This is an optimization exercise on Yosys and OpenROAD, whose aim is small area, not a production implementation. Only simulation tests tie the RTL to the original design; equivalence was not proved. No driver is modelled on the clock port, so clock power and skew are understated where the tree is cut down; a real chip needs a root buffer or a tree. No activity file was given, so power comes from the tool's default toggle rates.

// taxi_top
module taxi_top(
	input [1:0] light,
	input restart,
	input endcar,
	input park,
	input showaltogether,
	input clk,
	input rst,
	input showdistance,
	input restartall,
	output [6:0] a_to_g,
	output [3:0] enable,
	output point
    );
Settings: LEC_CHECK=0, CAP_MARGIN=20, CORE_MARGIN=2, CORE_UTILIZATION=80, SLEW_MARGIN=20; clock period 12.0 ns.
standard.sh (not shown) runs the stock make flow with config.mk's settings and CLKGATE_MAP_FILE= SYNTH_SCRIPT=/design/flow/synth_recipe.tcl, a recipe that flattens the netlist after the stock synthesis.
==> flow/flow/run.sh <==
#!/bin/bash
# Own layout flow: the standard flow (standard.sh) with these changes:
#  - synthesis maps the logic with an area-oriented abc script
#    (flow/abc_area.script) and without half/full-adder cells; the registers
#    are those of the standard synthesis;
#  - port buffers are the smallest buffer;
#  - clock tree: after CTS, a root buffer feeding 8 small leaf buffers, each
#    driving a location-based group of registers (flow/post_cts.tcl).
# The make output is in flow.log; each step's own log is under orfs/logs/.
set -euo pipefail
W=$(pwd)
export FLOW_ABC_SCRIPT=$W/flow/abc_area.script
export FLOW_FLOW_DIR=$W/flow
source $W/flow/cts.env
sed "s|SYNTH_SCRIPT=[^ ]*|SYNTH_SCRIPT=$W/flow/synth.tcl|" standard.sh > run_standard.sh
grep -q "SYNTH_SCRIPT=$W/flow/synth.tcl" run_standard.sh
bash run_standard.sh ADDER_MAP_FILE= "BUFFER_PORTS_ARGS=-buffer_cell sky130_fd_sc_hd__buf_1" \
  "CTS_ARGS=$CTS_ARGS" "POST_CTS_TCL=$W/flow/post_cts.tcl" finish > flow.log 2>&1
==> flow/flow/abc_area.script <==
strash
dc2
balance
rewrite
refactor
balance
rewrite
rewrite -z
balance
refactor -z
rewrite -z
balance
dc2
balance
rewrite
refactor
balance
rewrite
rewrite -z
balance
refactor -z
rewrite -z
balance
dc2
balance
rewrite
refactor
balance
rewrite
rewrite -z
balance
refactor -z
rewrite -z
balance
dch -f
amap
mfs
strash
dch -f
amap
mfs
strash
dch -f
amap
==> flow/flow/synth.tcl <==
# The standard flow's synthesis (synth_recipe.tcl) with one change: abc maps the logic with
# an area-oriented script (flow/abc_area.script) instead of ORFS's.
proc synth {args} { yosys synth -nofsm -noshare {*}$args }
rename source __orig_source
proc source {args} {
  set r [uplevel 1 [list __orig_source {*}$args]]
  if { [string match *synth_preamble.tcl [lindex $args end]] } {
    upvar #0 abc_args abc_args
    set i [lsearch -exact $abc_args -script]
    lset abc_args [expr {$i + 1}] $::env(FLOW_ABC_SCRIPT)
    puts "abc args: $abc_args"
  }
  return $r
}
source $::env(SCRIPTS_DIR)/synth.tcl
# left out here: clear keep_hierarchy, flatten, clean up, hide names made inside functions, write 1_2_yosys.v
Other scripts of this flow, unchanged in this note and not shown: flow/flow/clock_tree.tcl, flow/flow/cts.env, flow/flow/post_cts.tcl
The baseline ran to the end with no violations.
Next try:
--- a/flow/flow/run.sh
+++ b/flow/flow/run.sh
@@ -1,7 +1,7 @@
 #!/bin/bash
 # Own layout flow: the standard flow (standard.sh) with these changes:
-#  - synthesis maps the logic with an area-oriented abc script
-#    (flow/abc_area.script) and without half/full-adder cells; the registers
-#    are those of the standard synthesis;
+#  - synthesis maps the logic with several area-oriented abc scripts
+#    (flow/abc_*.script), keeps the smallest result, and uses no half/full-
+#    adder cells; the registers are those of the standard synthesis;
 #  - port buffers are the smallest buffer;
 #  - clock tree: after CTS, a root buffer feeding 8 small leaf buffers, each
@@ -10,5 +10,5 @@
 set -euo pipefail
 W=$(pwd)
-export FLOW_ABC_SCRIPT=$W/flow/abc_area.script
+
 export FLOW_FLOW_DIR=$W/flow
 source $W/flow/cts.env
==> flow/flow/abc_amap2d.script (new file) <==
strash
dc2
balance
rewrite
refactor
balance
rewrite
rewrite -z
balance
refactor -z
rewrite -z
balance
dc2
balance
rewrite
refactor
balance
rewrite
rewrite -z
balance
refactor -z
rewrite -z
balance
dch -f
amap
mfs
strash
dch -f
amap
==> flow/flow/abc_amap3.script (new file) <==
strash
dc2
balance
rewrite
refactor
balance
rewrite
rewrite -z
balance
refactor -z
rewrite -z
balance
dc2
balance
rewrite
refactor
balance
rewrite
rewrite -z
balance
refactor -z
rewrite -z
balance
dch -f
amap
strash
dch -f
amap
strash
dch -f
amap
==> flow/flow/abc_nf.script (new file) <==
strash
dc2
balance
rewrite
refactor
balance
rewrite
rewrite -z
balance
refactor -z
rewrite -z
balance
dc2
balance
rewrite
refactor
balance
rewrite
rewrite -z
balance
refactor -z
rewrite -z
balance
&get -n
&dch -f
&nf -R 1000
&put
==> flow/flow/abc_s3.script (new file) <==
strash
dc2
balance
rewrite
refactor
balance
rewrite
rewrite -z
balance
refactor -z
rewrite -z
balance
dc2
balance
rewrite
refactor
balance
rewrite
rewrite -z
balance
refactor -z
rewrite -z
balance
dch -f
amap
strash
dch -f
amap
strash
dch -f
amap
strash
dch -f
amap
==> flow/flow/abc_s5.script (new file) <==
strash
dc2
balance
rewrite
refactor
balance
rewrite
rewrite -z
balance
refactor -z
rewrite -z
balance
dc2
balance
rewrite
refactor
balance
rewrite
rewrite -z
balance
refactor -z
rewrite -z
balance
dc2
balance
rewrite
refactor
balance
rewrite
rewrite -z
balance
refactor -z
rewrite -z
balance
dch -f
amap
mfs
strash
dch -f
amap
mfs
strash
dch -f
amap
==> flow/flow/synth.tcl (replaced) <==
# The standard flow's synthesis (synth_recipe.tcl) with one change: abc maps the logic
# with each of the area-oriented scripts flow/abc_*.script, and the smallest
# result (by the library's cell area) is kept.
proc synth {args} { yosys synth -nofsm -noshare {*}$args }
rename source __orig_source
proc source {args} {
  set r [uplevel 1 [list __orig_source {*}$args]]
  if { [string match *synth_preamble.tcl [lindex $args end]] } {
    rename abc __orig_abc
    proc abc {args} {
      set i [lsearch -exact $args -script]
      set scripts [lsort [glob $::env(FLOW_FLOW_DIR)/abc_*.script]]
      set lib [lindex $::env(LIB_FILES) 0]
      design -save __pre_abc
      set best ""; set best_area 1e18
      foreach s $scripts {
        design -load __pre_abc
        __orig_abc {*}[lreplace $args [expr {$i + 1}] [expr {$i + 1}] $s]
        set f $::env(OBJECTS_DIR)/abc_try_[file rootname [file tail $s]].txt
        tee -q -o $f stat -liberty $lib
        set fh [open $f]; set txt [read $fh]; close $fh
        regexp {Chip area for module '[^']*': ([0-9.]+)} $txt -> area
        puts "abc script [file tail $s]: area $area"
        if { $area < $best_area } { set best_area $area; set best $s }
      }
      puts "abc: keeping [file tail $best] (area $best_area)"
      design -load __pre_abc
      __orig_abc {*}[lreplace $args [expr {$i + 1}] [expr {$i + 1}] $best]
    }
  }
  return $r
}
source $::env(SCRIPTS_DIR)/synth.tcl
# left out here: clear keep_hierarchy, flatten, clean up, hide names made inside functions, write 1_2_yosys.v
Settings changed: CORE_UTILIZATION 80 to 70, GPL_TIMING_DRIVEN set to 0.
removed: flow/flow/abc_area.script
The new run finished with timing, DRC and antenna clean. Sequential power hardly moves. Wire length falls by 8.6%. Power came out lower by 3.6%. Clock power barely changes. Combinational power went down by 15%. Utilization shrinks by 12 points. Setup slack improves by 71 ps.
Next try:
Settings changed: CAP_MARGIN 20 to 5, GPL_TIMING_DRIVEN 0 to unset, SLEW_MARGIN 20 to 5.
What happened: The new run produced a clean layout; die area is unchanged; sequential share of layout area stays flat; synthesized cell count stays the same; final cell count stays flat; power rose slightly; wire length increases by a few percent; combinational power rises by a few percent; global-route usage grows by 2.3 points.
Next try:
--- a/flow/flow/run.sh
+++ b/flow/flow/run.sh
@@ -1,7 +1,7 @@
 #!/bin/bash
 # Own layout flow: the standard flow (standard.sh) with these changes:
-#  - synthesis maps the logic with several area-oriented abc scripts
-#    (flow/abc_*.script), keeps the smallest result, and uses no half/full-
-#    adder cells; the registers are those of the standard synthesis;
+#  - synthesis maps the logic with an area-oriented abc script
+#    (flow/abc_area.script) and without half/full-adder cells; the registers
+#    are those of the standard synthesis;
 #  - port buffers are the smallest buffer;
 #  - clock tree: after CTS, a root buffer feeding 8 small leaf buffers, each
@@ -10,5 +10,5 @@
 set -euo pipefail
 W=$(pwd)
-
+export FLOW_ABC_SCRIPT=$W/flow/abc_area.script
 export FLOW_FLOW_DIR=$W/flow
 source $W/flow/cts.env
==> flow/flow/abc_area.script (new file) <==
strash
dc2
balance
rewrite
refactor
balance
rewrite
rewrite -z
balance
refactor -z
rewrite -z
balance
dc2
balance
rewrite
refactor
balance
rewrite
rewrite -z
balance
refactor -z
rewrite -z
balance
dc2
balance
rewrite
refactor
balance
rewrite
rewrite -z
balance
refactor -z
rewrite -z
balance
dch -f
amap
mfs
strash
dch -f
amap
mfs
strash
dch -f
amap
==> flow/flow/synth.tcl (replaced) <==
# The standard flow's synthesis (synth_recipe.tcl) with one change: abc maps the logic with
# an area-oriented script (flow/abc_area.script) instead of ORFS's.
proc synth {args} { yosys synth -nofsm -noshare {*}$args }
rename source __orig_source
proc source {args} {
  set r [uplevel 1 [list __orig_source {*}$args]]
  if { [string match *synth_preamble.tcl [lindex $args end]] } {
    upvar #0 abc_args abc_args
    set i [lsearch -exact $abc_args -script]
    lset abc_args [expr {$i + 1}] $::env(FLOW_ABC_SCRIPT)
    puts "abc args: $abc_args"
  }
  return $r
}
source $::env(SCRIPTS_DIR)/synth.tcl
# left out here: clear keep_hierarchy, flatten, clean up, hide names made inside functions, write 1_2_yosys.v
Settings changed: CAP_MARGIN 5 to 20, SLEW_MARGIN 5 to 20.
removed: flow/flow/abc_amap2d.script
removed: flow/flow/abc_amap3.script
removed: flow/flow/abc_nf.script
removed: flow/flow/abc_s3.script
removed: flow/flow/abc_s5.script
Sequential power stays flat.
Maximum frequency went down by 8.9%.
Utilization is about the same.
Synthesized cell count went up by 0.72%.
Cell area hardly moves.
Next try:
--- a/flow/flow/run.sh
+++ b/flow/flow/run.sh
@@ -1,7 +1,7 @@
 #!/bin/bash
 # Own layout flow: the standard flow (standard.sh) with these changes:
-#  - synthesis maps the logic with an area-oriented abc script
-#    (flow/abc_area.script) and without half/full-adder cells; the registers
-#    are those of the standard synthesis;
+#  - synthesis maps the logic with several area-oriented abc scripts
+#    (flow/abc_*.script), keeps the smallest result, and uses no half/full-
+#    adder cells; the registers are those of the standard synthesis;
 #  - port buffers are the smallest buffer;
 #  - clock tree: after CTS, a root buffer feeding 8 small leaf buffers, each
@@ -10,5 +10,5 @@
 set -euo pipefail
 W=$(pwd)
-export FLOW_ABC_SCRIPT=$W/flow/abc_area.script
+
 export FLOW_FLOW_DIR=$W/flow
 source $W/flow/cts.env
==> flow/flow/abc_amap2d.script (new file) <==
strash
dc2
balance
rewrite
refactor
balance
rewrite
rewrite -z
balance
refactor -z
rewrite -z
balance
dc2
balance
rewrite
refactor
balance
rewrite
rewrite -z
balance
refactor -z
rewrite -z
balance
dch -f
amap
mfs
strash
dch -f
amap
==> flow/flow/abc_amap3.script (new file) <==
strash
dc2
balance
rewrite
refactor
balance
rewrite
rewrite -z
balance
refactor -z
rewrite -z
balance
dc2
balance
rewrite
refactor
balance
rewrite
rewrite -z
balance
refactor -z
rewrite -z
balance
dch -f
amap
strash
dch -f
amap
strash
dch -f
amap
==> flow/flow/abc_nf.script (new file) <==
strash
dc2
balance
rewrite
refactor
balance
rewrite
rewrite -z
balance
refactor -z
rewrite -z
balance
dc2
balance
rewrite
refactor
balance
rewrite
rewrite -z
balance
refactor -z
rewrite -z
balance
&get -n
&dch -f
&nf -R 1000
&put
==> flow/flow/abc_s3.script (new file) <==
strash
dc2
balance
rewrite
refactor
balance
rewrite
rewrite -z
balance
refactor -z
rewrite -z
balance
dc2
balance
rewrite
refactor
balance
rewrite
rewrite -z
balance
refactor -z
rewrite -z
balance
dch -f
amap
strash
dch -f
amap
strash
dch -f
amap
strash
dch -f
amap
==> flow/flow/abc_s5.script (new file) <==
strash
dc2
balance
rewrite
refactor
balance
rewrite
rewrite -z
balance
refactor -z
rewrite -z
balance
dc2
balance
rewrite
refactor
balance
rewrite
rewrite -z
balance
refactor -z
rewrite -z
balance
dc2
balance
rewrite
refactor
balance
rewrite
rewrite -z
balance
refactor -z
rewrite -z
balance
dch -f
amap
mfs
strash
dch -f
amap
mfs
strash
dch -f
amap
==> flow/flow/synth.tcl (replaced) <==
# The standard flow's synthesis (synth_recipe.tcl) with one change: abc maps the logic
# with each of the area-oriented scripts flow/abc_*.script, and the smallest
# result (by the library's cell area) is kept.
proc synth {args} { yosys synth -nofsm -noshare {*}$args }
rename source __orig_source
proc source {args} {
  set r [uplevel 1 [list __orig_source {*}$args]]
  if { [string match *synth_preamble.tcl [lindex $args end]] } {
    rename abc __orig_abc
    proc abc {args} {
      set i [lsearch -exact $args -script]
      set scripts [lsort [glob $::env(FLOW_FLOW_DIR)/abc_*.script]]
      set lib [lindex $::env(LIB_FILES) 0]
      design -save __pre_abc
      set best ""; set best_area 1e18
      foreach s $scripts {
        design -load __pre_abc
        __orig_abc {*}[lreplace $args [expr {$i + 1}] [expr {$i + 1}] $s]
        set f $::env(OBJECTS_DIR)/abc_try_[file rootname [file tail $s]].txt
        tee -q -o $f stat -liberty $lib
        set fh [open $f]; set txt [read $fh]; close $fh
        regexp {Chip area for module '[^']*': ([0-9.]+)} $txt -> area
        puts "abc script [file tail $s]: area $area"
        if { $area < $best_area } { set best_area $area; set best $s }
      }
      puts "abc: keeping [file tail $best] (area $best_area)"
      design -load __pre_abc
      __orig_abc {*}[lreplace $args [expr {$i + 1}] [expr {$i + 1}] $best]
    }
  }
  return $r
}
source $::env(SCRIPTS_DIR)/synth.tcl
# left out here: clear keep_hierarchy, flatten, clean up, hide names made inside functions, write 1_2_yosys.v
removed: flow/flow/abc_area.script
Worst setup slack improved by 940 ps.
Die area drops by about 0.6%.
Total power drops by 2.6%.
Hold slack got worse by 3.1 ps.
Combinational power drops by 12%.
Maximum frequency climbs by 9.7%.
Wire length climbs by 1.3%.
Register-to-register slack improved by 410 ps.
Design area is about the same.
In every run of this note, the design's own scripts or RTL, not TritonCTS, make the clock network.

-- what the ideal ports hide --
In the flow no input, the clock included, has a driving cell. The finished layouts below were timed again as built, in two steps.
Step 1 sets driving cells, clkbuf_16 on the clock port and buf_2 on the other inputs (assumed; they add their load-dependent delay and slew).
Step 2, shift: input delay + t, output delay - t, t = (earliest + latest rising clock arrival at the registers) / 2. This alone moves slack from input paths to output paths.
Three values: ideal, step 1, step 2; two values: the first two.
| run | shift t [ns] | setup slack, ns | hold slack, ns | cell pins on the clock port's net |
|---|---|---|---|---|
| the first run | 0.476 | 1.691 / 1.693 / 1.218 | 0.483 / 0.483 / 0.483 | 1 |
| the second run | 0.452 | 1.761 / 1.761 / 1.309 | 0.469 / 0.469 / 0.469 | 1 |
| the third run | 0.453 | 2.365 / 2.370 / 1.917 | 0.477 / 0.477 / 0.477 | 1 |
| the fourth run | 0.466 | 1.429 / 1.429 / 0.963 | 0.480 / 0.480 / 0.480 | 1 |
| the fifth run | 0.453 | 2.365 / 2.370 / 1.917 | 0.477 / 0.477 / 0.477 | 1 |
After both steps every run listed still meets setup and hold. The setup slack of the first run, which loses most, moves by +0.002 ns with the drivers and by -0.473 ns with both steps.
